This is an optimization exercise on Yosys and OpenROAD, whose aim is small area and a short achievable clock period, not a production implementation.
Function was checked by simulation only, so behaviour that the tests miss may differ from the original.
In runs 3 to 5 the design's own scripts or RTL, not TritonCTS, make the clock network.
The clock port is modelled as an ideal driver, which makes a skipped or thinned clock tree look cheaper than it is; a real chip needs a root buffer or a tree.
No activity file was given, so power comes from the tool's default toggle rates.

## config.mk

```make
export PLATFORM = sky130hd
export DESIGN_NAME = pipelined_multiplier
export DESIGN_NICKNAME = pipelined_multiplier
export VERILOG_FILES = /design/flow/design.v
export SDC_FILE = /design/flow/constraint.sdc
export NUM_CORES = 4
export LEC_CHECK = 0
export CAP_MARGIN = 20
export CORE_MARGIN = 2
export CORE_UTILIZATION = 60
export CTS_BUF_LIST = sky130_fd_sc_hd__clkbuf_8
export SETUP_SLACK_MARGIN = 2.65
export SLEW_MARGIN = 20
```

## constraint.sdc

```tcl
create_clock -name core_clock -period 4.5 [get_ports {clk}]
set_input_delay 0.9000 -clock core_clock [delete_from_list [all_inputs] [get_ports {clk}]]
set_output_delay 0.9000 -clock core_clock [all_outputs]
set_load 0.01 [all_outputs]
```

## design.v

```verilog
module pipelined_multiplier (
    input clk,
    input rst,
    input [10:0] n1,
    input [7:0] n2,
    output reg [18:0] product
);
    reg [10:0] a1;
    reg [7:0] b1;
    reg [48:0] r2;
    reg [32:0] r3;
    reg v1, v2, v3;
    wire pp1;
    wire pp2;
    wire pp3;
    wire pp4;
    wire pp5;
    wire pp6;
    wire pp7;
    wire pp8;
    wire pp9;
    wire pp10;
    wire pp11;
    wire pp12;
    wire pp13;
    wire pp14;
    wire pp15;
    wire pp16;
    wire pp17;
    wire pp18;
    wire pp19;
    wire pp20;
    wire pp21;
    wire pp22;
    wire pp23;
    wire pp24;
    wire pp25;
    wire pp26;
    wire pp27;
    wire pp28;
    wire pp29;
    wire pp30;
    wire pp31;
    wire pp32;
    wire pp33;
    wire pp34;
    wire pp35;
    wire pp36;
    wire pp37;
    wire pp38;
    wire pp39;
    wire pp40;
    wire pp41;
    wire pp42;
    wire pp43;
    wire pp44;
    wire pp45;
    wire pp46;
    wire pp47;
    wire pp48;
    wire pp49;
    wire pp50;
    wire pp51;
    wire pp52;
    wire pp53;
    wire pp54;
    wire pp55;
    wire pp56;
    wire pp57;
    wire pp58;
    wire pp59;
    wire pp60;
    wire pp61;
    wire pp62;
    wire pp63;
    wire pp64;
    wire pp65;
    wire pp66;
    wire pp67;
    wire pp68;
    wire pp69;
    wire pp70;
    wire pp71;
    wire pp72;
    wire pp73;
    wire pp74;
    wire pp75;
    wire pp76;
    wire pp77;
    wire pp78;
    wire pp79;
    wire pp80;
    wire pp81;
    wire pp82;
    wire pp83;
    wire pp84;
    wire pp85;
    wire pp86;
    wire pp87;
    wire pp88;
    wire s89;
    wire c90;
    wire s91;
    wire c92;
    wire s93;
    wire c94;
    wire s95;
    wire c96;
    wire s97;
    wire c98;
    wire s99;
    wire c100;
    wire s101;
    wire c102;
    wire s103;
    wire c104;
    wire s105;
    wire c106;
    wire s107;
    wire c108;
    wire s109;
    wire c110;
    wire s111;
    wire c112;
    wire s113;
    wire c114;
    wire s115;
    wire c116;
    wire s117;
    wire c118;
    wire s119;
    wire c120;
    wire s121;
    wire c122;
    wire s123;
    wire c124;
    wire s125;
    wire c126;
    wire s127;
    wire c128;
    wire s129;
    wire c130;
    wire s131;
    wire c132;
    wire s133;
    wire c134;
    wire s135;
    wire c136;
    wire s137;
    wire c138;
    wire s139;
    wire c140;
    wire s141;
    wire c142;
    wire s143;
    wire c144;
    wire s145;
    wire c146;
    wire s147;
    wire c148;
    wire s149;
    wire c150;
    wire s151;
    wire c152;
    wire s153;
    wire c154;
    wire s155;
    wire c156;
    wire s157;
    wire c158;
    wire s159;
    wire c160;
    wire s161;
    wire c162;
    wire s163;
    wire c164;
    wire s165;
    wire c166;
    wire s167;
    wire c168;
    wire s169;
    wire c170;
    wire s171;
    wire c172;
    wire s173;
    wire c174;
    wire s175;
    wire c176;
    wire s177;
    wire c178;
    wire s179;
    wire c180;
    wire s181;
    wire c182;
    wire s183;
    wire c184;
    wire s185;
    wire c186;
    wire s187;
    wire c188;
    wire s189;
    wire c190;
    wire s191;
    wire c192;
    wire s193;
    wire c194;
    wire s195;
    wire c196;
    wire s197;
    wire c198;
    wire s199;
    wire c200;
    wire s201;
    wire c202;
    wire s203;
    wire c204;
    wire s205;
    wire c206;
    wire s207;
    wire c208;
    wire g209;
    wire p210;
    wire g211;
    wire p212;
    wire g213;
    wire p214;
    wire g215;
    wire p216;
    wire g217;
    wire p218;
    wire g219;
    wire p220;
    wire g221;
    wire p222;
    wire g223;
    wire p224;
    wire g225;
    wire p226;
    wire g227;
    wire p228;
    wire g229;
    wire p230;
    wire g231;
    wire p232;
    wire g233;
    wire p234;
    wire g235;
    wire p236;
    wire g237;
    wire p238;
    wire G1_239;
    wire P1_240;
    wire P1_241;
    wire P1_242;
    wire G1_243;
    wire P1_244;
    wire G1_245;
    wire P1_246;
    wire G1_247;
    wire P1_248;
    wire G1_249;
    wire P1_250;
    wire G1_251;
    wire P1_252;
    wire G1_253;
    wire P1_254;
    wire G1_255;
    wire P1_256;
    wire G1_257;
    wire P1_258;
    wire G1_259;
    wire P1_260;
    wire G1_261;
    wire P1_262;
    wire G1_263;
    wire P1_264;
    wire G1_265;
    wire P1_266;
    wire G1_267;
    wire P1_268;
    wire G2_269;
    wire G2_270;
    wire P2_271;
    wire P2_272;
    wire G2_273;
    wire P2_274;
    wire G2_275;
    wire P2_276;
    wire G2_277;
    wire P2_278;
    wire G2_279;
    wire P2_280;
    wire G2_281;
    wire P2_282;
    wire G2_283;
    wire P2_284;
    wire G2_285;
    wire P2_286;
    wire G2_287;
    wire P2_288;
    wire G2_289;
    wire P2_290;
    wire G2_291;
    wire P2_292;
    wire G2_293;
    wire P2_294;
    wire G2_295;
    wire P2_296;
    wire G3_297;
    wire G3_298;
    wire G3_299;
    wire G3_300;
    wire P3_301;
    wire G3_302;
    wire P3_303;
    wire G3_304;
    wire P3_305;
    wire G3_306;
    wire P3_307;
    wire G3_308;
    wire P3_309;
    wire G3_310;
    wire P3_311;
    wire G3_312;
    wire P3_313;
    wire G3_314;
    wire P3_315;
    wire G3_316;
    wire P3_317;
    wire G3_318;
    wire P3_319;
    wire G4_320;
    wire G4_321;
    wire G4_322;
    wire G4_323;
    wire G4_324;
    wire G4_325;
    wire G4_326;
    wire G4_327;
    wire P4_328;
    wire G4_329;
    wire P4_330;
    wire G5_331;
    wire sum332;
    wire sum333;
    wire sum334;
    wire sum335;
    wire sum336;
    wire sum337;
    wire sum338;
    wire sum339;
    wire sum340;
    wire sum341;
    wire sum342;
    wire sum343;
    wire sum344;
    wire sum345;
    wire sum346;
    wire sum347;
    assign pp1 = a1[0] & b1[0];
    assign pp2 = a1[0] & b1[1];
    assign pp3 = a1[0] & b1[2];
    assign pp4 = a1[0] & b1[3];
    assign pp5 = a1[0] & b1[4];
    assign pp6 = a1[0] & b1[5];
    assign pp7 = a1[0] & b1[6];
    assign pp8 = a1[0] & b1[7];
    assign pp9 = a1[1] & b1[0];
    assign pp10 = a1[1] & b1[1];
    assign pp11 = a1[1] & b1[2];
    assign pp12 = a1[1] & b1[3];
    assign pp13 = a1[1] & b1[4];
    assign pp14 = a1[1] & b1[5];
    assign pp15 = a1[1] & b1[6];
    assign pp16 = a1[1] & b1[7];
    assign pp17 = a1[2] & b1[0];
    assign pp18 = a1[2] & b1[1];
    assign pp19 = a1[2] & b1[2];
    assign pp20 = a1[2] & b1[3];
    assign pp21 = a1[2] & b1[4];
    assign pp22 = a1[2] & b1[5];
    assign pp23 = a1[2] & b1[6];
    assign pp24 = a1[2] & b1[7];
    assign pp25 = a1[3] & b1[0];
    assign pp26 = a1[3] & b1[1];
    assign pp27 = a1[3] & b1[2];
    assign pp28 = a1[3] & b1[3];
    assign pp29 = a1[3] & b1[4];
    assign pp30 = a1[3] & b1[5];
    assign pp31 = a1[3] & b1[6];
    assign pp32 = a1[3] & b1[7];
    assign pp33 = a1[4] & b1[0];
    assign pp34 = a1[4] & b1[1];
    assign pp35 = a1[4] & b1[2];
    assign pp36 = a1[4] & b1[3];
    assign pp37 = a1[4] & b1[4];
    assign pp38 = a1[4] & b1[5];
    assign pp39 = a1[4] & b1[6];
    assign pp40 = a1[4] & b1[7];
    assign pp41 = a1[5] & b1[0];
    assign pp42 = a1[5] & b1[1];
    assign pp43 = a1[5] & b1[2];
    assign pp44 = a1[5] & b1[3];
    assign pp45 = a1[5] & b1[4];
    assign pp46 = a1[5] & b1[5];
    assign pp47 = a1[5] & b1[6];
    assign pp48 = a1[5] & b1[7];
    assign pp49 = a1[6] & b1[0];
    assign pp50 = a1[6] & b1[1];
    assign pp51 = a1[6] & b1[2];
    assign pp52 = a1[6] & b1[3];
    assign pp53 = a1[6] & b1[4];
    assign pp54 = a1[6] & b1[5];
    assign pp55 = a1[6] & b1[6];
    assign pp56 = a1[6] & b1[7];
    assign pp57 = a1[7] & b1[0];
    assign pp58 = a1[7] & b1[1];
    assign pp59 = a1[7] & b1[2];
    assign pp60 = a1[7] & b1[3];
    assign pp61 = a1[7] & b1[4];
    assign pp62 = a1[7] & b1[5];
    assign pp63 = a1[7] & b1[6];
    assign pp64 = a1[7] & b1[7];
    assign pp65 = a1[8] & b1[0];
    assign pp66 = a1[8] & b1[1];
    assign pp67 = a1[8] & b1[2];
    assign pp68 = a1[8] & b1[3];
    assign pp69 = a1[8] & b1[4];
    assign pp70 = a1[8] & b1[5];
    assign pp71 = a1[8] & b1[6];
    assign pp72 = a1[8] & b1[7];
    assign pp73 = a1[9] & b1[0];
    assign pp74 = a1[9] & b1[1];
    assign pp75 = a1[9] & b1[2];
    assign pp76 = a1[9] & b1[3];
    assign pp77 = a1[9] & b1[4];
    assign pp78 = a1[9] & b1[5];
    assign pp79 = a1[9] & b1[6];
    assign pp80 = a1[9] & b1[7];
    assign pp81 = a1[10] & b1[0];
    assign pp82 = a1[10] & b1[1];
    assign pp83 = a1[10] & b1[2];
    assign pp84 = a1[10] & b1[3];
    assign pp85 = a1[10] & b1[4];
    assign pp86 = a1[10] & b1[5];
    assign pp87 = a1[10] & b1[6];
    assign pp88 = a1[10] & b1[7];
    assign s89 = pp3 ^ pp10 ^ pp17;
    assign c90 = (pp3 & pp10) | (pp3 & pp17) | (pp10 & pp17);
    assign s91 = pp4 ^ pp11 ^ pp18;
    assign c92 = (pp4 & pp11) | (pp4 & pp18) | (pp11 & pp18);
    assign s93 = pp5 ^ pp12 ^ pp19;
    assign c94 = (pp5 & pp12) | (pp5 & pp19) | (pp12 & pp19);
    assign s95 = pp6 ^ pp13 ^ pp20;
    assign c96 = (pp6 & pp13) | (pp6 & pp20) | (pp13 & pp20);
    assign s97 = pp27 ^ pp34 ^ pp41;
    assign c98 = (pp27 & pp34) | (pp27 & pp41) | (pp34 & pp41);
    assign s99 = pp7 ^ pp14 ^ pp21;
    assign c100 = (pp7 & pp14) | (pp7 & pp21) | (pp14 & pp21);
    assign s101 = pp28 ^ pp35 ^ pp42;
    assign c102 = (pp28 & pp35) | (pp28 & pp42) | (pp35 & pp42);
    assign s103 = pp8 ^ pp15 ^ pp22;
    assign c104 = (pp8 & pp15) | (pp8 & pp22) | (pp15 & pp22);
    assign s105 = pp29 ^ pp36 ^ pp43;
    assign c106 = (pp29 & pp36) | (pp29 & pp43) | (pp36 & pp43);
    assign s107 = pp16 ^ pp23 ^ pp30;
    assign c108 = (pp16 & pp23) | (pp16 & pp30) | (pp23 & pp30);
    assign s109 = pp37 ^ pp44 ^ pp51;
    assign c110 = (pp37 & pp44) | (pp37 & pp51) | (pp44 & pp51);
    assign s111 = pp24 ^ pp31 ^ pp38;
    assign c112 = (pp24 & pp31) | (pp24 & pp38) | (pp31 & pp38);
    assign s113 = pp45 ^ pp52 ^ pp59;
    assign c114 = (pp45 & pp52) | (pp45 & pp59) | (pp52 & pp59);
    assign s115 = pp32 ^ pp39 ^ pp46;
    assign c116 = (pp32 & pp39) | (pp32 & pp46) | (pp39 & pp46);
    assign s117 = pp53 ^ pp60 ^ pp67;
    assign c118 = (pp53 & pp60) | (pp53 & pp67) | (pp60 & pp67);
    assign s119 = pp40 ^ pp47 ^ pp54;
    assign c120 = (pp40 & pp47) | (pp40 & pp54) | (pp47 & pp54);
    assign s121 = pp61 ^ pp68 ^ pp75;
    assign c122 = (pp61 & pp68) | (pp61 & pp75) | (pp68 & pp75);
    assign s123 = pp48 ^ pp55 ^ pp62;
    assign c124 = (pp48 & pp55) | (pp48 & pp62) | (pp55 & pp62);
    assign s125 = pp69 ^ pp76 ^ pp83;
    assign c126 = (pp69 & pp76) | (pp69 & pp83) | (pp76 & pp83);
    assign s127 = pp56 ^ pp63 ^ pp70;
    assign c128 = (pp56 & pp63) | (pp56 & pp70) | (pp63 & pp70);
    assign s129 = pp64 ^ pp71 ^ pp78;
    assign c130 = (pp64 & pp71) | (pp64 & pp78) | (pp71 & pp78);
    assign s131 = pp72 ^ pp79 ^ pp86;
    assign c132 = (pp72 & pp79) | (pp72 & pp86) | (pp79 & pp86);
    assign s133 = pp25 ^ c90 ^ s91;
    assign c134 = (pp25 & c90) | (pp25 & s91) | (c90 & s91);
    assign s135 = pp26 ^ pp33 ^ c92;
    assign c136 = (pp26 & pp33) | (pp26 & c92) | (pp33 & c92);
    assign s137 = c94 ^ s95 ^ s97;
    assign c138 = (c94 & s95) | (c94 & s97) | (s95 & s97);
    assign s139 = pp49 ^ c96 ^ c98;
    assign c140 = (pp49 & c96) | (pp49 & c98) | (c96 & c98);
    assign s141 = pp50 ^ pp57 ^ c100;
    assign c142 = (pp50 & pp57) | (pp50 & c100) | (pp57 & c100);
    assign s143 = c102 ^ s103 ^ s105;
    assign c144 = (c102 & s103) | (c102 & s105) | (s103 & s105);
    assign s145 = pp58 ^ pp65 ^ c104;
    assign c146 = (pp58 & pp65) | (pp58 & c104) | (pp65 & c104);
    assign s147 = c106 ^ s107 ^ s109;
    assign c148 = (c106 & s107) | (c106 & s109) | (s107 & s109);
    assign s149 = pp66 ^ pp73 ^ c108;
    assign c150 = (pp66 & pp73) | (pp66 & c108) | (pp73 & c108);
    assign s151 = c110 ^ s111 ^ s113;
    assign c152 = (c110 & s111) | (c110 & s113) | (s111 & s113);
    assign s153 = pp74 ^ pp81 ^ c112;
    assign c154 = (pp74 & pp81) | (pp74 & c112) | (pp81 & c112);
    assign s155 = c114 ^ s115 ^ s117;
    assign c156 = (c114 & s115) | (c114 & s117) | (s115 & s117);
    assign s157 = pp82 ^ c116 ^ c118;
    assign c158 = (pp82 & c116) | (pp82 & c118) | (c116 & c118);
    assign s159 = c120 ^ c122 ^ s123;
    assign c160 = (c120 & c122) | (c120 & s123) | (c122 & s123);
    assign s161 = pp77 ^ pp84 ^ c124;
    assign c162 = (pp77 & pp84) | (pp77 & c124) | (pp84 & c124);
    assign s163 = pp85 ^ c128 ^ s129;
    assign c164 = (pp85 & c128) | (pp85 & s129) | (c128 & s129);
    assign s165 = pp80 ^ pp87 ^ c132;
    assign c166 = (pp80 & pp87) | (pp80 & c132) | (pp87 & c132);
    assign s167 = r2[29] ^ r2[30];
    assign c168 = r2[29] & r2[30];
    assign s169 = r2[10] ^ r2[11];
    assign c170 = r2[10] & r2[11];
    assign s171 = r2[14] ^ r2[15];
    assign c172 = r2[14] & r2[15];
    assign s173 = r2[17] ^ r2[18] ^ r2[19];
    assign c174 = (r2[17] & r2[18]) | (r2[17] & r2[19]) | (r2[18] & r2[19]);
    assign s175 = r2[21] ^ r2[22] ^ r2[23];
    assign c176 = (r2[21] & r2[22]) | (r2[21] & r2[23]) | (r2[22] & r2[23]);
    assign s177 = r2[25] ^ r2[26] ^ r2[27];
    assign c178 = (r2[25] & r2[26]) | (r2[25] & r2[27]) | (r2[26] & r2[27]);
    assign s179 = r2[31] ^ r2[32] ^ r2[33];
    assign c180 = (r2[31] & r2[32]) | (r2[31] & r2[33]) | (r2[32] & r2[33]);
    assign s181 = r2[34] ^ r2[35] ^ r2[36];
    assign c182 = (r2[34] & r2[35]) | (r2[34] & r2[36]) | (r2[35] & r2[36]);
    assign s183 = r2[37] ^ r2[38] ^ r2[39];
    assign c184 = (r2[37] & r2[38]) | (r2[37] & r2[39]) | (r2[38] & r2[39]);
    assign s185 = r2[5] ^ r2[6];
    assign c186 = r2[5] & r2[6];
    assign s187 = r2[8] ^ r2[9];
    assign c188 = r2[8] & r2[9];
    assign s189 = r2[12] ^ r2[13] ^ s169;
    assign c190 = (r2[12] & r2[13]) | (r2[12] & s169) | (r2[13] & s169);
    assign s191 = r2[16] ^ c170 ^ s171;
    assign c192 = (r2[16] & c170) | (r2[16] & s171) | (c170 & s171);
    assign s193 = r2[20] ^ c172 ^ s173;
    assign c194 = (r2[20] & c172) | (r2[20] & s173) | (c172 & s173);
    assign s195 = r2[24] ^ c174 ^ s175;
    assign c196 = (r2[24] & c174) | (r2[24] & s175) | (c174 & s175);
    assign s197 = r2[28] ^ c176 ^ s177;
    assign c198 = (r2[28] & c176) | (r2[28] & s177) | (c176 & s177);
    assign s199 = s167 ^ c178 ^ s179;
    assign c200 = (s167 & c178) | (s167 & s179) | (c178 & s179);
    assign s201 = c168 ^ c180 ^ s181;
    assign c202 = (c168 & c180) | (c168 & s181) | (c180 & s181);
    assign s203 = r2[40] ^ c182 ^ s183;
    assign c204 = (r2[40] & c182) | (r2[40] & s183) | (c182 & s183);
    assign s205 = r2[41] ^ r2[42] ^ c184;
    assign c206 = (r2[41] & r2[42]) | (r2[41] & c184) | (r2[42] & c184);
    assign s207 = r2[43] ^ r2[44] ^ r2[45];
    assign c208 = (r2[43] & r2[44]) | (r2[43] & r2[45]) | (r2[44] & r2[45]);
    assign p210 = r2[1] ^ r2[2];
    assign g209 = r2[1] & r2[2];
    assign p212 = r2[7] ^ s185;
    assign g211 = r2[7] & s185;
    assign p214 = c186 ^ s187;
    assign g213 = c186 & s187;
    assign p216 = c188 ^ s189;
    assign g215 = c188 & s189;
    assign p218 = c190 ^ s191;
    assign g217 = c190 & s191;
    assign p220 = c192 ^ s193;
    assign g219 = c192 & s193;
    assign p222 = c194 ^ s195;
    assign g221 = c194 & s195;
    assign p224 = c196 ^ s197;
    assign g223 = c196 & s197;
    assign p226 = c198 ^ s199;
    assign g225 = c198 & s199;
    assign p228 = c200 ^ s201;
    assign g227 = c200 & s201;
    assign p230 = c202 ^ s203;
    assign g229 = c202 & s203;
    assign p232 = c204 ^ s205;
    assign g231 = c204 & s205;
    assign p234 = c206 ^ s207;
    assign g233 = c206 & s207;
    assign p236 = r2[46] ^ c208;
    assign g235 = r2[46] & c208;
    assign p238 = r2[47] ^ r2[48];
    assign g237 = r2[47] & r2[48];
    assign G1_239 = r3[3] & r3[2];
    assign P1_240 = r3[3] & r3[1];
    assign P1_241 = r3[4] & r3[3];
    assign P1_242 = r3[5] & r3[4];
    assign G1_243 = r3[8] | (r3[7] & r3[6]);
    assign P1_244 = r3[7] & r3[5];
    assign G1_245 = r3[10] | (r3[9] & r3[8]);
    assign P1_246 = r3[9] & r3[7];
    assign G1_247 = r3[12] | (r3[11] & r3[10]);
    assign P1_248 = r3[11] & r3[9];
    assign G1_249 = r3[14] | (r3[13] & r3[12]);
    assign P1_250 = r3[13] & r3[11];
    assign G1_251 = r3[16] | (r3[15] & r3[14]);
    assign P1_252 = r3[15] & r3[13];
    assign G1_253 = r3[18] | (r3[17] & r3[16]);
    assign P1_254 = r3[17] & r3[15];
    assign G1_255 = r3[20] | (r3[19] & r3[18]);
    assign P1_256 = r3[19] & r3[17];
    assign G1_257 = r3[22] | (r3[21] & r3[20]);
    assign P1_258 = r3[21] & r3[19];
    assign G1_259 = r3[24] | (r3[23] & r3[22]);
    assign P1_260 = r3[23] & r3[21];
    assign G1_261 = r3[26] | (r3[25] & r3[24]);
    assign P1_262 = r3[25] & r3[23];
    assign G1_263 = r3[28] | (r3[27] & r3[26]);
    assign P1_264 = r3[27] & r3[25];
    assign G1_265 = r3[30] | (r3[29] & r3[28]);
    assign P1_266 = r3[29] & r3[27];
    assign G1_267 = r3[32] | (r3[31] & r3[30]);
    assign P1_268 = r3[31] & r3[29];
    assign G2_269 = P1_241 & r3[2];
    assign G2_270 = r3[6] | (P1_242 & G1_239);
    assign P2_271 = P1_242 & P1_240;
    assign P2_272 = P1_244 & P1_241;
    assign G2_273 = G1_245 | (P1_246 & r3[6]);
    assign P2_274 = P1_246 & P1_242;
    assign G2_275 = G1_247 | (P1_248 & G1_243);
    assign P2_276 = P1_248 & P1_244;
    assign G2_277 = G1_249 | (P1_250 & G1_245);
    assign P2_278 = P1_250 & P1_246;
    assign G2_279 = G1_251 | (P1_252 & G1_247);
    assign P2_280 = P1_252 & P1_248;
    assign G2_281 = G1_253 | (P1_254 & G1_249);
    assign P2_282 = P1_254 & P1_250;
    assign G2_283 = G1_255 | (P1_256 & G1_251);
    assign P2_284 = P1_256 & P1_252;
    assign G2_285 = G1_257 | (P1_258 & G1_253);
    assign P2_286 = P1_258 & P1_254;
    assign G2_287 = G1_259 | (P1_260 & G1_255);
    assign P2_288 = P1_260 & P1_256;
    assign G2_289 = G1_261 | (P1_262 & G1_257);
    assign P2_290 = P1_262 & P1_258;
    assign G2_291 = G1_263 | (P1_264 & G1_259);
    assign P2_292 = P1_264 & P1_260;
    assign G2_293 = G1_265 | (P1_266 & G1_261);
    assign P2_294 = P1_266 & P1_262;
    assign G2_295 = G1_267 | (P1_268 & G1_263);
    assign P2_296 = P1_268 & P1_264;
    assign G3_297 = G1_243 | (P2_272 & r3[2]);
    assign G3_298 = G2_273 | (P2_274 & G1_239);
    assign G3_299 = G2_275 | (P2_276 & G2_269);
    assign G3_300 = G2_277 | (P2_278 & G2_270);
    assign P3_301 = P2_278 & P2_271;
    assign G3_302 = G2_279 | (P2_280 & G1_243);
    assign P3_303 = P2_280 & P2_272;
    assign G3_304 = G2_281 | (P2_282 & G2_273);
    assign P3_305 = P2_282 & P2_274;
    assign G3_306 = G2_283 | (P2_284 & G2_275);
    assign P3_307 = P2_284 & P2_276;
    assign G3_308 = G2_285 | (P2_286 & G2_277);
    assign P3_309 = P2_286 & P2_278;
    assign G3_310 = G2_287 | (P2_288 & G2_279);
    assign P3_311 = P2_288 & P2_280;
    assign G3_312 = G2_289 | (P2_290 & G2_281);
    assign P3_313 = P2_290 & P2_282;
    assign G3_314 = G2_291 | (P2_292 & G2_283);
    assign P3_315 = P2_292 & P2_284;
    assign G3_316 = G2_293 | (P2_294 & G2_285);
    assign P3_317 = P2_294 & P2_286;
    assign G3_318 = G2_295 | (P2_296 & G2_287);
    assign P3_319 = P2_296 & P2_288;
    assign G4_320 = G3_302 | (P3_303 & r3[2]);
    assign G4_321 = G3_304 | (P3_305 & G1_239);
    assign G4_322 = G3_306 | (P3_307 & G2_269);
    assign G4_323 = G3_308 | (P3_309 & G2_270);
    assign G4_324 = G3_310 | (P3_311 & G3_297);
    assign G4_325 = G3_312 | (P3_313 & G3_298);
    assign G4_326 = G3_314 | (P3_315 & G3_299);
    assign G4_327 = G3_316 | (P3_317 & G3_300);
    assign P4_328 = P3_317 & P3_301;
    assign G4_329 = G3_318 | (P3_319 & G3_302);
    assign P4_330 = P3_319 & P3_303;
    assign G5_331 = G4_329 | (P4_330 & r3[2]);
    assign sum332 = r3[3] ^ r3[2];
    assign sum333 = r3[4] ^ G1_239;
    assign sum334 = r3[5] ^ G2_269;
    assign sum335 = r3[7] ^ G2_270;
    assign sum336 = r3[9] ^ G3_297;
    assign sum337 = r3[11] ^ G3_298;
    assign sum338 = r3[13] ^ G3_299;
    assign sum339 = r3[15] ^ G3_300;
    assign sum340 = r3[17] ^ G4_320;
    assign sum341 = r3[19] ^ G4_321;
    assign sum342 = r3[21] ^ G4_322;
    assign sum343 = r3[23] ^ G4_323;
    assign sum344 = r3[25] ^ G4_324;
    assign sum345 = r3[27] ^ G4_325;
    assign sum346 = r3[29] ^ G4_326;
    assign sum347 = r3[31] ^ G4_327;
    wire [18:0] sum3 = {G5_331, sum347, sum346, sum345, sum344, sum343, sum342, sum341, sum340, sum339, sum338, sum337, sum336, sum335, sum334, sum333, sum332, r3[1], r3[0]};
    always @(posedge clk) begin
        a1 <= n1;
        b1 <= n2;
        r2[0] <= pp1;
        r2[1] <= pp2;
        r2[2] <= pp9;
        r2[3] <= s89;
        r2[4] <= s133;
        r2[5] <= s93;
        r2[6] <= c134;
        r2[7] <= s135;
        r2[8] <= c136;
        r2[9] <= s137;
        r2[10] <= s99;
        r2[11] <= s101;
        r2[12] <= c138;
        r2[13] <= s139;
        r2[14] <= c140;
        r2[15] <= s141;
        r2[16] <= s143;
        r2[17] <= c142;
        r2[18] <= c144;
        r2[19] <= s145;
        r2[20] <= s147;
        r2[21] <= c146;
        r2[22] <= c148;
        r2[23] <= s149;
        r2[24] <= s151;
        r2[25] <= c150;
        r2[26] <= c152;
        r2[27] <= s153;
        r2[28] <= s155;
        r2[29] <= s119;
        r2[30] <= s121;
        r2[31] <= c154;
        r2[32] <= c156;
        r2[33] <= s157;
        r2[34] <= s125;
        r2[35] <= c158;
        r2[36] <= s159;
        r2[37] <= c126;
        r2[38] <= s127;
        r2[39] <= c160;
        r2[40] <= s161;
        r2[41] <= c162;
        r2[42] <= s163;
        r2[43] <= c130;
        r2[44] <= s131;
        r2[45] <= c164;
        r2[46] <= s165;
        r2[47] <= pp88;
        r2[48] <= c166;
        r3[0] <= r2[0];
        r3[1] <= p210;
        r3[2] <= g209;
        r3[3] <= r2[3];
        r3[4] <= r2[4];
        r3[5] <= p212;
        r3[6] <= g211;
        r3[7] <= p214;
        r3[8] <= g213;
        r3[9] <= p216;
        r3[10] <= g215;
        r3[11] <= p218;
        r3[12] <= g217;
        r3[13] <= p220;
        r3[14] <= g219;
        r3[15] <= p222;
        r3[16] <= g221;
        r3[17] <= p224;
        r3[18] <= g223;
        r3[19] <= p226;
        r3[20] <= g225;
        r3[21] <= p228;
        r3[22] <= g227;
        r3[23] <= p230;
        r3[24] <= g229;
        r3[25] <= p232;
        r3[26] <= g231;
        r3[27] <= p234;
        r3[28] <= g233;
        r3[29] <= p236;
        r3[30] <= g235;
        r3[31] <= p238;
        r3[32] <= g237;
    end
    always @(posedge clk or posedge rst) begin
        if (rst) begin
            v1 <= 1'b0;
            v2 <= 1'b0;
            v3 <= 1'b0;
        end else begin
            v1 <= 1'b1;
            v2 <= v1;
            v3 <= v2;
        end
    end
    always @(posedge clk or posedge rst) begin
        if (rst)
            product <= 19'b0;
        else
            product <= sum3 & {19{v3}};
    end
endmodule
```

## flow/run.sh

```bash
#!/bin/bash
# Own layout flow: the standard ORFS flow (standard.sh) with two changes:
#  - synthesis: the same script as synth_recipe.tcl, except that the second
#    part of Yosys's synth (fine:) runs with -noabc, so the bit-level adders
#    of the design reach extract_fa as written and map onto full-adder cells
#    without inverters between them (the final ABC mapping still runs);
#  - port buffers: buffer_ports uses sky130_fd_sc_hd__buf_2 instead of the
#    cell it picks by itself (clkdlybuf4s50_1).
# Each tool's output goes to its own log file in the work folder.
set -euo pipefail
work=$(pwd)
first='proc synth {args} { yosys synth -nofsm -noshare {*}$args }'
if [[ "$(head -1 synth_recipe.tcl)" == "$first" ]]; then
  {
    echo 'proc synth {args} { if {[lsearch $args "fine:"] >= 0} { yosys synth -nofsm -noshare -noabc {*}$args } else { yosys synth -nofsm -noshare {*}$args } }'
    tail -n +2 synth_recipe.tcl
  } > "$work/own_synth.tcl"
else
  cp synth_recipe.tcl "$work/own_synth.tcl"
fi
extra=()
if [[ -f flow/extra.mk ]]; then
  while IFS= read -r line; do
    [[ -n "$line" && "$line" != \#* ]] && extra+=("$line")
  done < flow/extra.mk
fi
bash standard.sh SYNTH_SCRIPT="$work/own_synth.tcl" \
  "BUFFER_PORTS_ARGS=-buffer_cell sky130_fd_sc_hd__buf_2" ${extra[@]+"${extra[@]}"} finish \
  > "$work/orfs_make.log" 2>&1
```

## standard.sh

```bash
#!/bin/bash
# synth_recipe.tcl (not shown) runs the flow's synth.tcl, then flattens the netlist and writes it again
# the make line also repeats each setting of config.mk as NAME=value (left out here)
make -C /OpenROAD-flow-scripts/flow DESIGN_CONFIG=/design/flow/config.mk WORK_HOME=/design/flow/orfs CLKGATE_MAP_FILE= SYNTH_SCRIPT=/design/flow/synth_recipe.tcl "${@:-finish}"
```

==> results.py, run 1 <==
metrics = {
    "outcome": {
        "status": "complete, no violations",
    },
    "placed_design": {
        "postPlaceCellArea_mm2": 0.00550,
        "place_congestion": 0.807,
        "place_hpwl_um": 6320,
        "io_buffers": 39,
        "placedCellCount": 547,
    },
    "synth": {
        "yosysSeqAreaShare_pct": 49.3,
        "async_flop_share_pct": 17.9,
        "syn_inst": 412,
        "synth_common_cells": "101 x dfxtp_1, 98 x and2_1, 55 x fa_1",
        "netlist.area_leader.share_pct": 38.7,
        "synth-compound-area-share_pct": 5.44,
        "post_synth_num_cell_types": 43,
        "synth_top_cell_by_area": "dfxtp_1",
        "synth_most_common_cell": "dfxtp_1",
        "synth_fa_ha_area_share_pct": 26.1,
        "synth_mux_area_share_pct": 0.192,
        "syn-num-nets": 509,
        "synthFlopType": "dfxtp_1",
        "synth_warnings": 1,
        "synth-xor-area-share_pct": 1.34,
        "syn_area_per_cell_um2": 12.7,
        "ys_seq_elements": 123,
        "syn_area_mm2": 0.00522,
        "yosys-top-cells-area": "dfxtp_1 39%, fa_1 21%, and2_1 12%, dfrtp_1 11%, ha_1 5.0%",
        "synth_edf_count": 0,
        "synth-simple-area-share_pct": 16.1,
        "synth_top_family_by_area": "adder cells",
    },
    "min_path": {
        "hold_depth": 0,
        "min_path_type": "register to register",
        "holdCritStartpoint": "r2[3]$_DFF_P_",
        "min_to": "r3[3]$_DFF_P_",
    },
    "detailed_routing": {
        "drcViolationCount": 0,
        "wl_um": 8610,
        "first_pass_iters": 4,
        "via_per_inst": 5.09,
        "drtIter0Drc": 47,
        "wl_per_cell_um": 14.9,
        "postRouteAntennaNets": 0,
        "vias": 2949,
    },
    "timing": {
        "slew_viol_final": 0,
        "rsz0062_at_grt": "yes",
        "slew_headroom_pct": 48.8,
        "fmax_mhz": 547,
        "setup_tns_ns": 0,
        "setup_viol": 0,
        "hold_viol": 0,
        "worst_pin_slew_ns": 0.767,
        "fin_skew_ns": 0.0120,
        "post-route-period-util_pct": 40.6,
        "period_minus_slack_ns": 1.83,
    },
    "floorplanning": {
        "start_util_pct": 60.7,
        "fp.dieW_um": 97.3,
        "die_y_um": 97.3,
        "rows": 34,
        "core_mm2": 0.00859,
        "ios": 40,
        "die-area_mm2": 0.00946,
    },
    "setup_path": {
        "start_kind": "register",
        "cp_top_family": "flip-flops",
        "crit_path_end_kind": "output port",
        "worstPathMaxFanout": 1,
        "r2r-end": "r2[24]$_DFF_P_",
        "cp_num_buf_inv": 1,
        "critPathSlowestCell": "dfrtp_1",
        "worstPathCellList": "buf_2",
        "critPathMaxStageDelay_ns": 0.37,
        "cp_data_arrival_time_ns": 0.93,
        "setup.worst_path.start": "product[0]$_DFF_PP0_",
        "worstPathRequired_ns": 3.60,
        "r2r_start": "b1[3]$_DFF_P_",
        "rrSetupSlack_ns": 2.72,
        "reg2reg_depth": 3,
        "crit_type": "register to output port",
    },
    "global_routing": {
        "antenna_found_initial": 0,
        "grt_max_degree": 23,
        "grt_pass1_wl_um": 15000,
        "globalRouteTotalUtil_pct": 20.4,
        "overflow": 0,
        "grt_pass1_vias": 3146,
    },
    "power_and_ir_drop": {
        "irDropWorstVdd_v": 0.000251,
        "power_mw": 3.27,
        "p_per_area_mw_per_mm2": 550,
        "leakagePower_nw": 2.70,
    },
    "clock_network": {
        "clk_path_buf_depth": 2,
        "cts_root_buffer": "clkbuf_8",
        "htreeDepth": 4,
        "clock_latency_ns": 0.42,
        "clk_pin_slew_ns": 0.08,
        "cts_tree": "built",
        "cts_buffers": 17,
        "cts_sinks": 123,
        "hold_buffers": 0,
        "post_cts_buffers": 0,
    },
    "finish": {
        "fin_area_mm2": 0.00595,
        "stdcell_count": 579,
        "area_delta_synth_final_pct": 14.0,
        "antenna_cells": 0,
        "final_nets": 555,
        "drive_gt1_share_pct": 17.2,
        "fillers": 626,
    },
    "flow_run": {
        "maxCapViolCount": 0,
    },
}
-- state kept, by name (all words and copies together) (netlist names) --
signal	flops
v1	1
v3	1
r2	49
v2	1
r3	33
product	19
a1	11
b1	8
-- report_power, final --
part	leakage [nW]	switching [mW]	total, mW	internal (mW)
sequential	1.13	0.196	1.53	1.33
clock	0.210	0.457	1.02	0.560
combinational	1.36	0.371	0.726	0.355
-- worst max path at each step --
| stage | end | cells after the start |
|---|---|---|
| floorplan | r2[16]$_DFF_P_ | 4 |
| global placement | product[17]$_DFF_PP0_ | 6 |
| finish | product[0] | 1 |
| global route | product[0] | 1 |
| CTS | product[0] | 1 |
| detailed placement | product[17]$_DFF_PP0_ | 6 |
-- timing repair --
| action | 4_1_cts | 5_1_grt |
|---|---|---|
| cloned | 0 | 0 |
| gates resized for setup | 0 | 8 |
| endpoints found under the setup margin | 1 | 17 |
-- logic make-up after synthesis --
logic type,count (synthesis)
buffers and inverters,18
flip-flops,123
multiplexers,1
AND/OR/NAND/NOR,142
XOR/XNOR,8
AO/OA/AOI/OAI,43
adder cells (fa/ha/maj),76
other,1
-- layout make-up --
class / count / area, µm² / area share (%)
Clock inverter: 15 / 188 / 3.16
Timing Repair Buffer: 39 / 195 / 3.28
Inverter: 6 / 26.3 / 0.442
Clock buffer: 17 / 234 / 3.93
Tap cell: 108 / 135 / 2.27
Multi-Input combinational cell: 271 / 2590 / 43.6
Sequential cell: 123 / 2570 / 43.3
-- per-stage QoR --
step	hold WS [ns]	worst slack [ns]	util, %
CTS	0.318	2.64	68.9
detailed placement	0.313	2.70	64.0
global route	0.330	2.62	69.2
floorplan	0.310	2.83	-
global placement	0.315	2.75	64.0
finish	0.316	2.67	69.2
-- per-layer routing --
metal	vias up	global-route usage [%]	wire, µm
met5	-	0	0
met4	0	7.26	147
met3	14	5.61	305
met2	66	33.2	4010
met1	1434	26.5	4140
li1	1435	-	-
-- layout by cell type (no fill, tap or decap), types with 6 or more instances in the layout --
cell      synthesis  final
nand2_1          11     11
o21ai_0           7      6
ha_1             21     21
clkbuf_8          0     17
nand3_1           7      7
fa_1             55     55
buf_2             1     39
dfxtp_1         101     99
and2_1           98     98
nor2_1            9      9
dfrtp_1          22     22
a21oi_1          12     12
==> inputs of run 2 (changes only) <==
--- a/config.mk
+++ b/config.mk
@@ -11,3 +11,2 @@
 export CTS_BUF_LIST = sky130_fd_sc_hd__clkbuf_8
-export SETUP_SLACK_MARGIN = 2.65
 export SLEW_MARGIN = 20
==> results.py, run 2 <==
metrics = {
    "timing": {
        "worst_pin_slew_ns": 0.767,
        "post-route-period-util_pct": 41.8,
        "slew_viol_final": 0,
        "period_minus_slack_ns": 1.88,
        "setup_tns_ns": 0,
        "setup_viol": 0,
        "hold_viol": 0,
        "fin_skew_ns": 0.0117,
        "rsz0062_at_grt": "no",
        "fmax_mhz": 532,
        "slew_headroom_pct": 48.8,
    },
    "power_and_ir_drop": {
        "p_per_area_mw_per_mm2": 550,
        "leakagePower_nw": 2.70,
        "irDropWorstVdd_v": 0.000251,
        "power_mw": 3.26,
    },
    "finish": {
        "mostFrequentLayoutCells": "101 x dfxtp_1, 98 x and2_1, 55 x fa_1",
        "area_delta_synth_final_pct": 13.4,
        "final_nets": 555,
        "fin_area_mm2": 0.00592,
        "reg_top3": "r2 (49), r3 (33), product (19)",
        "final_common_cell": "dfxtp_1",
        "regMostFlops": "r2",
        "largest_reg_flops": 49,
        "antenna_cells": 0,
        "drive_gt1_share_pct": 15.7,
    },
    "global_routing": {
        "grt_pass1_vias": 3146,
        "grt_max_degree": 23,
        "overflow": 0,
        "globalRouteTotalUtil_pct": 20.4,
        "antenna_found_initial": 0,
        "grt_pass1_wl_um": 15000,
    },
    "synth": {
        "syn_inst": 412,
        "synth_common_cells": "101 x dfxtp_1, 98 x and2_1, 55 x fa_1",
        "synth_top_family_by_area": "adder cells",
        "synth_edf_count": 0,
        "synth_most_common_cell": "dfxtp_1",
        "synth-compound-area-share_pct": 5.44,
        "syn_area_mm2": 0.00522,
        "yosysSeqAreaShare_pct": 49.3,
        "synth_warnings": 1,
        "synth-simple-area-share_pct": 16.1,
        "synth_mux_area_share_pct": 0.192,
        "synth_fa_ha_area_share_pct": 26.1,
        "synthFlopType": "dfxtp_1",
        "synth_top_cell_by_area": "dfxtp_1",
        "ys_seq_elements": 123,
        "netlist.area_leader.share_pct": 38.7,
        "syn_area_per_cell_um2": 12.7,
        "syn-num-nets": 509,
        "post_synth_num_cell_types": 43,
        "async_flop_share_pct": 17.9,
        "synth-xor-area-share_pct": 1.34,
        "yosys-top-cells-area": "dfxtp_1 39%, fa_1 21%, and2_1 12%, dfrtp_1 11%, ha_1 5.0%",
    },
    "clock_network": {
        "clock_latency_ns": 0.42,
        "clk_pin_slew_ns": 0.08,
        "clk_path_buf_depth": 2,
        "cts_sinks": 123,
        "cts_root_buffer": "clkbuf_8",
        "cts_tree": "built",
        "cts_buffers": 17,
        "htreeDepth": 4,
        "post_cts_buffers": 0,
        "hold_buffers": 0,
        "ctsResizeCount": 0,
    },
    "detailed_routing": {
        "postRouteAntennaNets": 0,
        "wl_per_cell_um": 14.8,
        "vias": 2945,
        "first_pass_iters": 4,
        "via_per_inst": 5.09,
        "drcViolationCount": 0,
        "wl_um": 8590,
        "drtIter0Drc": 52,
    },
    "setup_path": {
        "start_kind": "register",
        "critPathMaxStageDelay_ns": 0.35,
        "rrSetupSlack_ns": 2.62,
        "worstPathCellList": "ha_1 > a31oi_1 > a22oi_1 > a221oi_1 > a21oi_1 > nor3b_1",
        "crit_path_end_kind": "register",
        "cp_data_arrival_time_ns": 2.21,
        "critPathSlowestCell": "a31oi_1",
        "worstPathRequired_ns": 4.83,
        "crit_type": "register to register",
        "reg2reg_depth": 6,
        "worstPathMaxFanout": 3,
    },
    "placed_design": {
        "place_congestion": 0.807,
        "postPlaceCellArea_mm2": 0.00550,
        "io_buffers": 39,
        "place_hpwl_um": 6320,
    },
    "min_path": {
        "hold_depth": 0,
        "min_path_type": "register to register",
    },
    "floorplanning": {
        "start_util_pct": 60.7,
        "rows": 34,
        "core_mm2": 0.00859,
        "die-area_mm2": 0.00946,
        "die_y_um": 97.3,
        "fp.dieW_um": 97.3,
        "ios": 40,
    },
    "flow_run": {
        "maxCapViolCount": 0,
    },
    "outcome": {
        "status": "complete, no violations",
    },
}
-- run 2: layout make-up --
class / instances / area, µm²
fillers: 625 / 2680
repair buffers: 39 / 195
flip-flops and latches: 123 / 2570
clock inverters: 15 / 188
well taps: 108 / 135
clock buffers: 17 / 234
inverters: 6 / 22.5
multi-input cells: 271 / 2570
-- run 2: kinds of logic after synthesis --
logic type | Yosys count
flops | 123
mux | 1
buf+inv | 18
simple gates | 142
xor+xnor | 8
compound gates | 43
fa+ha+maj | 76
other cells | 1
-- run 2: report_power, final --
part / switching [mW] / internal (mW)
clock: 0.456 / 0.560
combinational: 0.366 / 0.352
sequential: 0.193 / 1.33
total: 1.02 / 2.24
-- run 2: path summary, 6_finish.rpt --
path | startpoint | end
max | r3[2]$_DFF_P_ | product[17]$_DFF_PP0_
min | r2[3]$_DFF_P_ | r3[3]$_DFF_P_
max reg2reg | r3[2]$_DFF_P_ | product[17]$_DFF_PP0_
min reg2reg | r2[3]$_DFF_P_ | r3[3]$_DFF_P_
max in group asynchronous | rst | product[16]$_DFF_PP0_
min in group asynchronous | rst | product[1]$_DFF_PP0_
-- run 2: critical path, delay by kind of cell (launching register included) --
| family | cells | cell delay [ns] |
|---|---|---|
| AO/OA/AOI/OAI | 4 | 1.06 |
| adder cells (fa/ha/maj) | 1 | 0.22 |
| flip-flops | 1 | 0.32 |
| AND/OR/NAND/NOR | 1 | 0.18 |
-- run 2: metrics by stage --
stage	utilization [%]	hold WS, ns	setup slack, ns	std cells
6_report	68.9	0.316	2.62	579
5_1_grt	68.9	0.330	2.42	579
4_1_cts	68.9	0.318	2.64	579
3_5_place_dp	64.0	0.313	2.70	547
3_3_place_gp	64.0	0.315	2.75	547
2_1_floorplan	-	0.310	2.83	412
-- run 2: layer usage --
layer  global-route usage [%]  vias to the layer above  part of all wire, %
met5                        0                        -                    0
met4                     7.26                        0                  1.7
met3                     5.61                       14                  3.7
met2                     33.2                       69                   46
met1                     26.5                     1426                   48
li1                         -                     1436                    -
==> inputs of run 3 (changes only) <==
--- a/flow/run.sh
+++ b/flow/run.sh
@@ -1,3 +1,3 @@
 #!/bin/bash
-# Own layout flow: the standard ORFS flow (standard.sh) with two changes:
+# Own layout flow: the standard ORFS flow (standard.sh) with three changes:
 #  - synthesis: the same script as synth_recipe.tcl, except that the second
@@ -7,3 +7,5 @@
 #  - port buffers: buffer_ports uses sky130_fd_sc_hd__buf_2 instead of the
-#    cell it picks by itself (clkdlybuf4s50_1).
+#    cell it picks by itself (clkdlybuf4s50_1);
+#  - clock tree: flow/mycts.tcl (sourced before CTS) replaces
+#    clock_tree_synthesis with a two-level tree (root and 9 leaf buffers).
 # Each tool's output goes to its own log file in the work folder.
@@ -27,3 +29,3 @@
 bash standard.sh SYNTH_SCRIPT="$work/own_synth.tcl" \
-  "BUFFER_PORTS_ARGS=-buffer_cell sky130_fd_sc_hd__buf_2" ${extra[@]+"${extra[@]}"} finish \
+  "BUFFER_PORTS_ARGS=-buffer_cell sky130_fd_sc_hd__buf_2" "PRE_CTS_TCL=$work/flow/mycts.tcl" ${extra[@]+"${extra[@]}"} finish \
   > "$work/orfs_make.log" 2>&1
==> flow/mycts.tcl (new file) <==
# Clock tree for a small design: the clock port drives one root buffer,
# which drives NLEAF leaf buffers, each driving one group of flip-flops
# (groups formed by position so each leaf is near its flip-flops).
# Replaces clock_tree_synthesis, whose H-tree makes 17 buffers here.
rename clock_tree_synthesis orig_clock_tree_synthesis
proc clock_tree_synthesis {args} {
  set leaf_cell sky130_fd_sc_hd__clkbuf_8
  set root_cell sky130_fd_sc_hd__clkbuf_16
  set nleaf 9
  if {[info exists ::env(OWN_CTS_LEAVES)]} { set nleaf $::env(OWN_CTS_LEAVES) }
  if {[info exists ::env(OWN_CTS_LEAF_CELL)]} { set leaf_cell $::env(OWN_CTS_LEAF_CELL) }
  if {[info exists ::env(OWN_CTS_ROOT_CELL)]} { set root_cell $::env(OWN_CTS_ROOT_CELL) }
  set block [ord::get_db_block]
  set clk_port [lindex [all_clocks] 0]
  set clk_net [[$block findBTerm clk] getNet]
  set sinks {}
  foreach pin [get_pins -of_objects [get_nets clk]] {
    if {[get_property $pin direction] ne "input"} { continue }
    set it [sta::sta_to_db_pin $pin]
    set bb [[$it getInst] getBBox]
    lappend sinks [list [expr {([$bb xMin] + [$bb xMax]) / 2}] [expr {([$bb yMin] + [$bb yMax]) / 2}] $pin]
  }
  set n [llength $sinks]
  puts "own cts: $n sinks, $nleaf leaf buffers"
  # split into nleaf groups: sort by y into rows of groups, then by x
  set ny [expr {int(sqrt($nleaf))}]
  if {$ny < 1} { set ny 1 }
  set nx [expr {($nleaf + $ny - 1) / $ny}]
  set groups {}
  set byy [lsort -integer -index 1 $sinks]
  set per_row [expr {($n + $ny - 1) / $ny}]
  for {set r 0} {$r < $ny} {incr r} {
    set row [lrange $byy [expr {$r * $per_row}] [expr {($r + 1) * $per_row - 1}]]
    set byx [lsort -integer -index 0 $row]
    set m [llength $byx]
    set per [expr {($m + $nx - 1) / $nx}]
    for {set c 0} {$c < $nx} {incr c} {
      set g [lrange $byx [expr {$c * $per}] [expr {($c + 1) * $per - 1}]]
      if {[llength $g]} { lappend groups $g }
    }
  }
  set dbu [$block getDbUnitsPerMicron]
  set leaves {}
  set k 0
  foreach g $groups {
    set sx 0; set sy 0; set pins {}
    foreach s $g { set sx [expr {$sx + [lindex $s 0]}]; set sy [expr {$sy + [lindex $s 1]}]; lappend pins [lindex $s 2] }
    set cx [expr {double($sx) / [llength $g] / $dbu}]
    set cy [expr {double($sy) / [llength $g] / $dbu}]
    set name "clkleaf_$k"
    set r [insert_buffer -buffer_cell $leaf_cell -net [get_nets clk] -load_pins $pins -location [list $cx $cy] -buffer_name $name -net_name "clknet_leaf_$k"]
    set name [get_full_name $r]
    lappend leaves $name
    incr k
  }
  # root buffer at the centre of the leaves
  set sx 0; set sy 0; set pins {}
  foreach l $leaves {
    set bb [[$block findInst $l] getBBox]
    set sx [expr {$sx + ([$bb xMin] + [$bb xMax]) / 2}]
    set sy [expr {$sy + ([$bb yMin] + [$bb yMax]) / 2}]
    lappend pins [get_pins $l/A]
  }
  set cx [expr {double($sx) / [llength $leaves] / $dbu}]
  set cy [expr {double($sy) / [llength $leaves] / $dbu}]
  insert_buffer -buffer_cell $root_cell -net [get_nets clk] -load_pins $pins -location [list $cx $cy] -buffer_name clkroot -net_name clknet_root
  foreach net [$block getNets] {
    set nm [$net getName]
    if {[string match clknet_* $nm] || $net eq $clk_net} { $net setSigType CLOCK }
  }
  set_propagated_clock [all_clocks]
}
--- a/config.mk
+++ b/config.mk
@@ -9,4 +9,4 @@
 export CORE_MARGIN = 2
-export CORE_UTILIZATION = 60
-export CTS_BUF_LIST = sky130_fd_sc_hd__clkbuf_8
+export CORE_UTILIZATION = 75
+export SETUP_SLACK_MARGIN = 2.65
 export SLEW_MARGIN = 20
==> results.py, run 3 <==
metrics = {
    "setup_path": {
        "reg2reg_depth": 3,
        "cp_num_buf_inv": 0,
        "cp_data_arrival_time_ns": 2.00,
        "critPathSlowestCell": "fa_1",
        "worstPathMaxFanout": 11,
        "critPathMaxStageDelay_ns": 0.56,
        "crit_path_end_kind": "register",
        "r2r_start": "b1[2]$_DFF_P_",
        "start_kind": "register",
        "crit_type": "register to register",
        "rrSetupSlack_ns": 2.71,
        "r2r-end": "r2[9]$_DFF_P_",
        "cp_top_family": "adder cells",
        "worstPathRequired_ns": 4.71,
        "critPathMostFrequentCell": "fa_1",
        "worstPathCellList": "and2_1 > fa_1 > fa_1",
    },
    "detailed_routing": {
        "drtIter0Drc": 82,
        "via_per_inst": 5.64,
        "wl_um": 9120,
        "postRouteAntennaNets": 0,
        "drcViolationCount": 0,
        "wl_per_cell_um": 17.2,
        "vias": 2986,
        "first_pass_iters": 4,
    },
    "timing": {
        "fmax_mhz": 559,
        "worst_pin_slew_ns": 0.750,
        "setup_tns_ns": 0,
        "slew_headroom_pct": 49.9,
        "setup_viol": 0,
        "rsz0062_at_grt": "yes",
        "hold_viol": 0,
        "slew_viol_final": 0,
        "period_minus_slack_ns": 1.79,
        "post-route-period-util_pct": 39.7,
        "fin_skew_ns": 0.0140,
    },
    "floorplanning": {
        "core_mm2": 0.00676,
        "ios": 40,
        "die_y_um": 87.4,
        "start_util_pct": 77.3,
        "fp.dieW_um": 87.4,
        "die-area_mm2": 0.00764,
        "rows": 30,
    },
    "power_and_ir_drop": {
        "power_mw": 2.80,
        "pwr-share-clk_pct": 18.7,
        "internal_power_mw": 1.91,
        "switching_share_pct": 31.8,
        "switching_power_mw": 0.891,
        "p_per_area_mw_per_mm2": 499,
        "leakagePower_nw": 2.56,
        "seq_power_share_pct": 54.6,
        "irDropWorstVdd_v": 0.000284,
        "combPwrFrac_pct": 26.8,
    },
    "placed_design": {
        "io_buffers": 39,
        "place_congestion": 0.812,
        "place_hpwl_um": 7000,
        "postPlaceCellArea_mm2": 0.00546,
        "placedCellCount": 519,
    },
    "outcome": {
        "status": "complete, no violations",
    },
    "clock_network": {
        "clock_latency_ns": 0.34,
        "clk_pin_slew_ns": 0.09,
        "hold_buffers": 0,
    },
    "finish": {
        "fin_area_mm2": 0.00562,
        "largest_reg_flops": 49,
        "regMostFlops": "r2",
        "final_nets": 548,
        "antenna_cells": 0,
        "mostFrequentLayoutCells": "101 x dfxtp_1, 98 x and2_1, 55 x fa_1",
        "drive_gt1_share_pct": 11.8,
        "fin_util_pct": 83.1,
        "final_common_cell": "dfxtp_1",
        "fillers": 383,
        "area_delta_synth_final_pct": 7.60,
        "reg_top3": "r2 (49), r3 (33), product (19)",
        "stdcell_count": 529,
    },
    "global_routing": {
        "grt_max_degree": 23,
        "grt_pass1_vias": 3194,
        "antenna_found_initial": 0,
        "grt_pass1_wl_um": 14800,
        "globalRouteTotalUtil_pct": 25.2,
        "overflow": 0,
    },
    "synth": {
        "yosysSeqAreaShare_pct": 49.3,
        "post_synth_num_cell_types": 43,
        "yosys-top-cells-area": "dfxtp_1 39%, fa_1 21%, and2_1 12%, dfrtp_1 11%, ha_1 5.0%",
        "synthFlopType": "dfxtp_1",
        "syn_area_mm2": 0.00522,
        "ys_seq_elements": 123,
        "synth_warnings": 1,
        "synth_common_cells": "101 x dfxtp_1, 98 x and2_1, 55 x fa_1",
        "synth_most_common_cell": "dfxtp_1",
        "syn_inst": 412,
        "async_flop_share_pct": 17.9,
        "synth_top_cell_by_area": "dfxtp_1",
        "netlist.area_leader.share_pct": 38.7,
        "synth_edf_count": 0,
        "syn-num-nets": 509,
        "syn_area_per_cell_um2": 12.7,
    },
    "min_path": {
        "min_path_type": "register to register",
        "hold_depth": 0,
        "holdCritStartpoint": "r2[4]$_DFF_P_",
        "min_to": "r3[4]$_DFF_P_",
    },
    "flow_run": {
        "maxCapViolCount": 0,
    },
}
[run 3: timing repair]
action | in CTS | in global routing
resized for setup | 0 | 1
setup endpoints to repair | 0 | 3
setup buffers | 0 | 0
[run 3: kinds of logic (layout without fill, tap and decap cells)]
| logic type | Yosys count | in the layout | share of synthesized area (%) |
|---|---|---|---|
| simple gates | 142 | 142 | 16.1 |
| fa+ha+maj | 76 | 76 | 26.1 |
| compound gates | 43 | 43 | 5.44 |
| flops | 123 | 123 | 49.3 |
| mux | 1 | 1 | 0.192 |
| xor+xnor | 8 | 8 | 1.34 |
| buf+inv | 18 | 55 | 1.46 |
| other cells | 1 | 1 | 0.0718 |
[run 3: cell type report, without the clock buffers]
class	count	area, µm²	area share [%]
Timing Repair Buffer	39	195	3.48
Tap cell	80	100	1.78
Sequential cell	123	2570	45.8
Inverter	6	22.5	0.401
Multi-Input combinational cell	271	2580	45.9
[run 3: routing by layer]
metal	up-vias	wire length [µm]	part of all wire (%)	GRT usage [%]
met1	1462	3690	41	30.5
met5	-	0	0	0
li1	1409	-	-	-
met3	23	389	4.3	3.03
met2	92	4750	52	46.9
met4	0	282	3.1	7.41
[run 3: stage by stage]
step / worst slack, ns / hold slack [ns]
after detailed placement: 2.70 / 0.313
after global placement: 2.76 / 0.313
after global routing: 2.62 / 0.341
final: 2.71 / 0.333
after CTS: 2.69 / 0.334
after floorplan: 2.83 / 0.310
[run 3: how the worst max path moves through the flow]
stage / cells past startpoint / end / slack, ns / start
6_report: 3 / r2[9]$_DFF_P_ / 2.71 / b1[2]$_DFF_P_
3_5_place_dp: 6 / product[17]$_DFF_PP0_ / 2.70 / r3[2]$_DFF_P_
5_1_grt: 6 / product[11]$_DFF_PP0_ / 2.62 / r3[3]$_DFF_P_
3_3_place_gp: 6 / product[17]$_DFF_PP0_ / 2.76 / r3[2]$_DFF_P_
4_1_cts: 6 / product[17]$_DFF_PP0_ / 2.69 / r3[2]$_DFF_P_
2_1_floorplan: 4 / r2[16]$_DFF_P_ / 2.83 / b1[7]$_DFF_P_
[run 3: power by group through the flow]
stage | Combinational [mW] | Clock [mW] | Sequential, mW
2_1_floorplan | 0.538 | 0 | 1.50
3_3_place_gp | 0.679 | 0 | 1.54
3_5_place_dp | 0.738 | 0 | 1.55
4_1_cts | 0.758 | 0.542 | 1.53
5_1_grt | 0.863 | 0.577 | 1.56
6_report | 0.750 | 0.523 | 1.53
==> inputs of run 4 (changes only) <==
--- a/config.mk
+++ b/config.mk
@@ -9,4 +9,4 @@
 export CORE_MARGIN = 2
-export CORE_UTILIZATION = 75
-export SETUP_SLACK_MARGIN = 2.65
+export CORE_UTILIZATION = 60
+export SETUP_SLACK_MARGIN = 2.75
 export SLEW_MARGIN = 20
==> results.py, run 4 <==
metrics = {
    "min_path": {
        "min_path_type": "register to register",
    },
    "placed_design": {
        "place_hpwl_um": 6320,
        "place_congestion": 0.807,
        "io_buffers": 39,
        "place_ws_ns": 2.70,
    },
    "synth": {
        "synthFlopType": "dfxtp_1",
        "post_synth_num_cell_types": 43,
        "synth_edf_count": 0,
        "syn_area_per_cell_um2": 12.7,
        "syn-num-nets": 509,
        "syn_area_mm2": 0.00522,
        "netlist.area_leader.share_pct": 38.7,
        "syn_inst": 412,
        "synth_most_common_cell": "dfxtp_1",
        "synth_top_cell_by_area": "dfxtp_1",
        "synth_common_cells": "101 x dfxtp_1, 98 x and2_1, 55 x fa_1",
        "synth_warnings": 1,
        "yosys-top-cells-area": "dfxtp_1 39%, fa_1 21%, and2_1 12%, dfrtp_1 11%, ha_1 5.0%",
        "yosysSeqAreaShare_pct": 49.3,
        "async_flop_share_pct": 17.9,
        "ys_seq_elements": 123,
    },
    "timing": {
        "slew_headroom_pct": 48.8,
        "worst_slack_ns": 2.77,
        "rsz0062_at_grt": "yes",
        "fmax_mhz": 578,
        "slew_viol_final": 0,
        "fin_skew_ns": 0.0136,
        "hold_viol": 0,
        "setup_tns_ns": 0,
        "period_minus_slack_ns": 1.73,
        "setup_viol": 0,
        "worst_pin_slew_ns": 0.766,
        "post-route-period-util_pct": 38.4,
    },
    "detailed_routing": {
        "wl_per_cell_um": 15.0,
        "vias": 2872,
        "wl_met1_um": 3990,
        "wl_met3_um": 326,
        "drcViolationCount": 0,
        "first_pass_iters": 4,
        "drtIter0Drc": 57,
        "highest_layer": "met4",
        "via_per_inst": 5.16,
        "postRouteAntennaNets": 0,
        "wl_met2_um": 3820,
        "wl_um": 8350,
    },
    "setup_path": {
        "crit_path_end_kind": "output port",
        "cp_data_arrival_time_ns": 0.83,
        "cp_top_family": "flip-flops",
        "worstPathMaxFanout": 1,
        "critPathMaxStageDelay_ns": 0.37,
        "cp_num_buf_inv": 1,
        "start_kind": "register",
        "critPathSlowestCell": "dfrtp_1",
        "worstPathCellList": "buf_2",
        "worstPathRequired_ns": 3.60,
        "crit_type": "register to output port",
    },
    "finish": {
        "antenna_cells": 0,
        "drive_gt1_share_pct": 16.7,
        "fin_util_pct": 66.4,
        "final_nets": 548,
        "area_delta_synth_final_pct": 9.32,
        "final_common_cell": "and2_1",
        "fillers": 646,
        "regMostFlops": "r2",
        "multi_input_area_mm2": 0.00260,
        "mostFrequentLayoutCells": "98 x and2_1, 84 x dfxtp_1, 55 x fa_1",
        "reg_top3": "r2 (49), r3 (33), product (19)",
        "largest_reg_flops": 49,
        "regArea_mm2": 0.00260,
    },
    "floorplanning": {
        "start_util_pct": 60.7,
        "ios": 40,
        "core_mm2": 0.00859,
        "die-area_mm2": 0.00946,
        "rows": 34,
        "die_y_um": 97.3,
        "fp.dieW_um": 97.3,
    },
    "global_routing": {
        "grt_max_degree": 23,
        "antenna_found_initial": 0,
        "globalRouteTotalUtil_pct": 18.3,
        "grt_pass1_wl_um": 14500,
        "overflow": 0,
        "grt_pass1_vias": 3043,
    },
    "power_and_ir_drop": {
        "irDropWorstVdd_v": 0.000218,
        "leakagePower_nw": 2.57,
        "switching_share_pct": 31.4,
        "internal_power_mw": 1.91,
        "power_mw": 2.78,
        "switching_power_mw": 0.874,
        "p_per_area_mw_per_mm2": 487,
        "pwr-share-clk_pct": 19.0,
        "combPwrFrac_pct": 25.9,
        "seq_power_share_pct": 55.0,
    },
    "flow_run": {
        "maxCapViolCount": 0,
    },
    "clock_network": {
        "hold_buffers": 0,
        "clk_pin_slew_ns": 0.08,
        "post_cts_buffers": 0,
        "clock_latency_ns": 0.33,
    },
    "outcome": {
        "status": "complete, no violations",
    },
}
## run 4: timing repair
item | in CTS | in global routing
pin swaps | 0 | 1
endpoints found under the setup margin | 5 | 32
gates resized for setup | 4 | 22
## run 4: final cells by class, without the clock buffers
class / instances / share of cell area, %
inverter: 6 / 0.460
multi-input combinational: 271 / 45.6
sequential: 123 / 45.5
tap: 108 / 2.37
timing repair buffer: 39 / 3.42
## run 4: layer usage
metal / global-route usage (%) / up-vias
li1: - / 1407
met1: 25.7 / 1383
met2: 31.6 / 66
met3: 1.65 / 16
met4: 3.95 / 0
met5: 0 / -
## run 4: per-stage QoR
stage / instance area, µm² / instances / hold slack, ns
after CTS: 5660 / 557 / 0.333
final: 5710 / 557 / 0.331
after global routing: 5710 / 557 / 0.352
after global placement: 5500 / 547 / 0.315
after floorplan: 5220 / 412 / 0.310
after detailed placement: 5500 / 547 / 0.313
## run 4: cells by family (layout without fill, tap and decap cells)
logic type               after synthesis  count (layout)  synth area share (%)
other                                  1               1                0.0718
adder cells (fa/ha/maj)               76              76                  26.1
AND/OR/NAND/NOR                      142             142                  16.1
XOR/XNOR                               8               8                  1.34
buffers and inverters                 18              55                  1.46
flip-flops                           123             123                  49.3
AO/OA/AOI/OAI                         43              43                  5.44
multiplexers                           1               1                 0.192
## run 4: final timing paths
path,start,to,slack [ns],depth (start not counted)
worst max-delay path,product[18]$_DFF_PP0_,product[18],2.77,1
worst min-delay path,r2[4]$_DFF_P_,r3[4]$_DFF_P_,0.33,0
worst max register to register,a1[6]$_DFF_P_,r2[24]$_DFF_P_,2.81,3
worst min register to register,r2[4]$_DFF_P_,r3[4]$_DFF_P_,0.33,0
max in group asynchronous,rst,v3$_DFF_PP0_,3.27,2
min in group asynchronous,rst,product[12]$_DFF_PP0_,0.70,2
## run 4: power by group through the flow
stage / sequential (mW) / combinational (mW) / clock, mW
after floorplan: 1.50 / 0.538 / 0
after global placement: 1.55 / 0.695 / 0
after detailed placement: 1.55 / 0.714 / 0
after CTS: 1.52 / 0.723 / 0.556
after global routing: 1.56 / 0.845 / 0.590
final: 1.53 / 0.721 / 0.529
==> inputs of run 5 (changes only) <==
--- a/config.mk
+++ b/config.mk
@@ -10,3 +10,3 @@
 export CORE_UTILIZATION = 60
-export SETUP_SLACK_MARGIN = 2.75
+export SETUP_SLACK_MARGIN = 2.55
 export SLEW_MARGIN = 20
==> results.py, run 5 <==
metrics = {
    "min_path": {
        "min_to": "r3[4]$_DFF_P_",
        "holdCritStartpoint": "r2[4]$_DFF_P_",
        "min_path_type": "register to register",
        "hold_depth": 0,
    },
    "power_and_ir_drop": {
        "p_per_area_mw_per_mm2": 489,
        "leakagePower_nw": 2.56,
    },
    "setup_path": {
        "r2r_start": "b1[2]$_DFF_P_",
        "reg2reg_depth": 3,
        "r2r-end": "r2[20]$_DFF_P_",
        "rrSetupSlack_ns": 2.72,
        "worstPathRequired_ns": 4.71,
        "crit_path_end_kind": "register",
        "start_kind": "register",
        "cp_data_arrival_time_ns": 1.99,
    },
    "finish": {
        "antenna_cells": 0,
        "multi_input_area_mm2": 0.00258,
        "final_common_cell": "dfxtp_1",
        "fillers": 645,
        "final_nets": 548,
        "regArea_mm2": 0.00257,
        "largest_reg_flops": 49,
        "stdcell_count": 557,
        "mostFrequentLayoutCells": "101 x dfxtp_1, 98 x and2_1, 55 x fa_1",
    },
    "synth": {
        "syn-num-nets": 509,
        "synth_common_cells": "101 x dfxtp_1, 98 x and2_1, 55 x fa_1",
        "synthFlopType": "dfxtp_1",
        "syn_area_mm2": 0.00522,
        "syn_inst": 412,
        "synth_warnings": 1,
        "netlist.area_leader.share_pct": 38.7,
        "async_flop_share_pct": 17.9,
        "yosysSeqAreaShare_pct": 49.3,
        "ys_seq_elements": 123,
        "post_synth_num_cell_types": 43,
    },
    "placed_design": {
        "place_hpwl_um": 6320,
        "place_congestion": 0.807,
        "placedCellCount": 547,
        "io_buffers": 39,
    },
    "timing": {
        "slew_headroom_pct": 49.0,
        "setup_viol": 0,
        "hold_viol": 0,
        "fmax_mhz": 563,
        "period_minus_slack_ns": 1.78,
        "setup_tns_ns": 0,
        "slew_viol_final": 0,
        "fin_skew_ns": 0.0128,
        "post-route-period-util_pct": 39.4,
    },
    "detailed_routing": {
        "wl_per_cell_um": 14.8,
        "wl_um": 8260,
        "postRouteAntennaNets": 0,
        "drcViolationCount": 0,
        "first_pass_iters": 4,
        "via_per_inst": 5.15,
        "vias": 2866,
    },
    "clock_network": {
        "clk_pin_slew_ns": 0.09,
        "ctsResizeCount": 0,
        "post_cts_buffers": 0,
        "clock_latency_ns": 0.33,
        "hold_buffers": 0,
    },
    "global_routing": {
        "grt_pass1_vias": 3035,
        "globalRouteTotalUtil_pct": 18.3,
        "grt_max_degree": 23,
        "overflow": 0,
    },
    "floorplanning": {
        "fp.dieW_um": 97.3,
        "die_y_um": 97.3,
        "start_util_pct": 60.7,
        "die-area_mm2": 0.00946,
        "rows": 34,
        "core_mm2": 0.00859,
    },
    "flow_run": {
        "maxCapViolCount": 0,
    },
    "outcome": {
        "status": "complete, no violations",
    },
}
run 5: cell counts after synthesis:
No cell type changed its count.
run 5: cell type report, without the clock buffers:
| type | count | area share (%) |
|---|---|---|
| timing repair buffer | 39 | 3.45 |
| multi-input combinational | 271 | 45.6 |
| sequential | 123 | 45.5 |
| inverter | 6 | 0.398 |
| tap | 108 | 2.39 |
run 5: per-stage QoR:
| stage | hold WS, ns | cell area (µm²) | setup slack, ns | utilization [%] |
|---|---|---|---|---|
| after floorplan | 0.310 | 5220 | 2.83 | - |
| final | 0.331 | 5650 | 2.72 | 65.8 |
| after global routing | 0.352 | 5650 | 2.57 | 65.8 |
| after global placement | 0.315 | 5500 | 2.75 | 64.0 |
| after detailed placement | 0.313 | 5500 | 2.70 | 64.0 |
| after CTS | 0.333 | 5650 | 2.69 | 65.7 |
run 5: power breakdown:
| group | internal [mW] | total [mW] | switching (mW) | leakage [nW] |
|---|---|---|---|---|
| Clock | 0.221 | 0.532 | 0.311 | 0.0770 |
| Sequential | 1.33 | 1.52 | 0.192 | 1.13 |
| Combinational | 0.351 | 0.712 | 0.361 | 1.36 |
| Total | 1.90 | 2.77 | 0.864 | 2.56 |
run 5: worst max-delay path by stage:
stage                              from                     to  slack, ns  cells after the start
after CTS                 r3[2]$_DFF_P_  product[17]$_DFF_PP0_       2.69                      6
after global routing      r3[2]$_DFF_P_  product[17]$_DFF_PP0_       2.57                      6
after detailed placement  r3[2]$_DFF_P_  product[17]$_DFF_PP0_       2.70                      6
after global placement    r3[2]$_DFF_P_  product[17]$_DFF_PP0_       2.75                      6
after floorplan           b1[7]$_DFF_P_         r2[16]$_DFF_P_       2.83                      4
final                     b1[2]$_DFF_P_         r2[20]$_DFF_P_       2.72                      3
run 5: cells by family (layout without fill, tap and decap cells):
kind of cell,after synthesis,in the layout,share of synthesized area [%]
mux,1,1,0.192
buf+inv,18,55,1.46
fa+ha+maj,76,76,26.1
flops,123,123,49.3
compound gates,43,43,5.44
other cells,1,1,0.0718
simple gates,142,142,16.1
xor+xnor,8,8,1.34
run 5: worst max-delay path: stages, from the launching register on:
cell and delay, ns:
dfxtp_1 0.56, and2_1 0.21, fa_1 0.43, fa_1 0.45
run 5: layer usage:
layer / global-route usage [%] / share of wire [%]
met5: 0 / 0
met4: 3.95 / 2.6
met3: 1.65 / 4.1
met2: 31.5 / 45
met1: 25.8 / 48

Check on run 5: ideal ports give 2.725 ns setup slack; a clkbuf_16 on the clock port and buf_2 on the inputs give 2.725 ns; moving port delays by the midpoint clock arrival (0.364 ns) as well gives 2.725 ns.
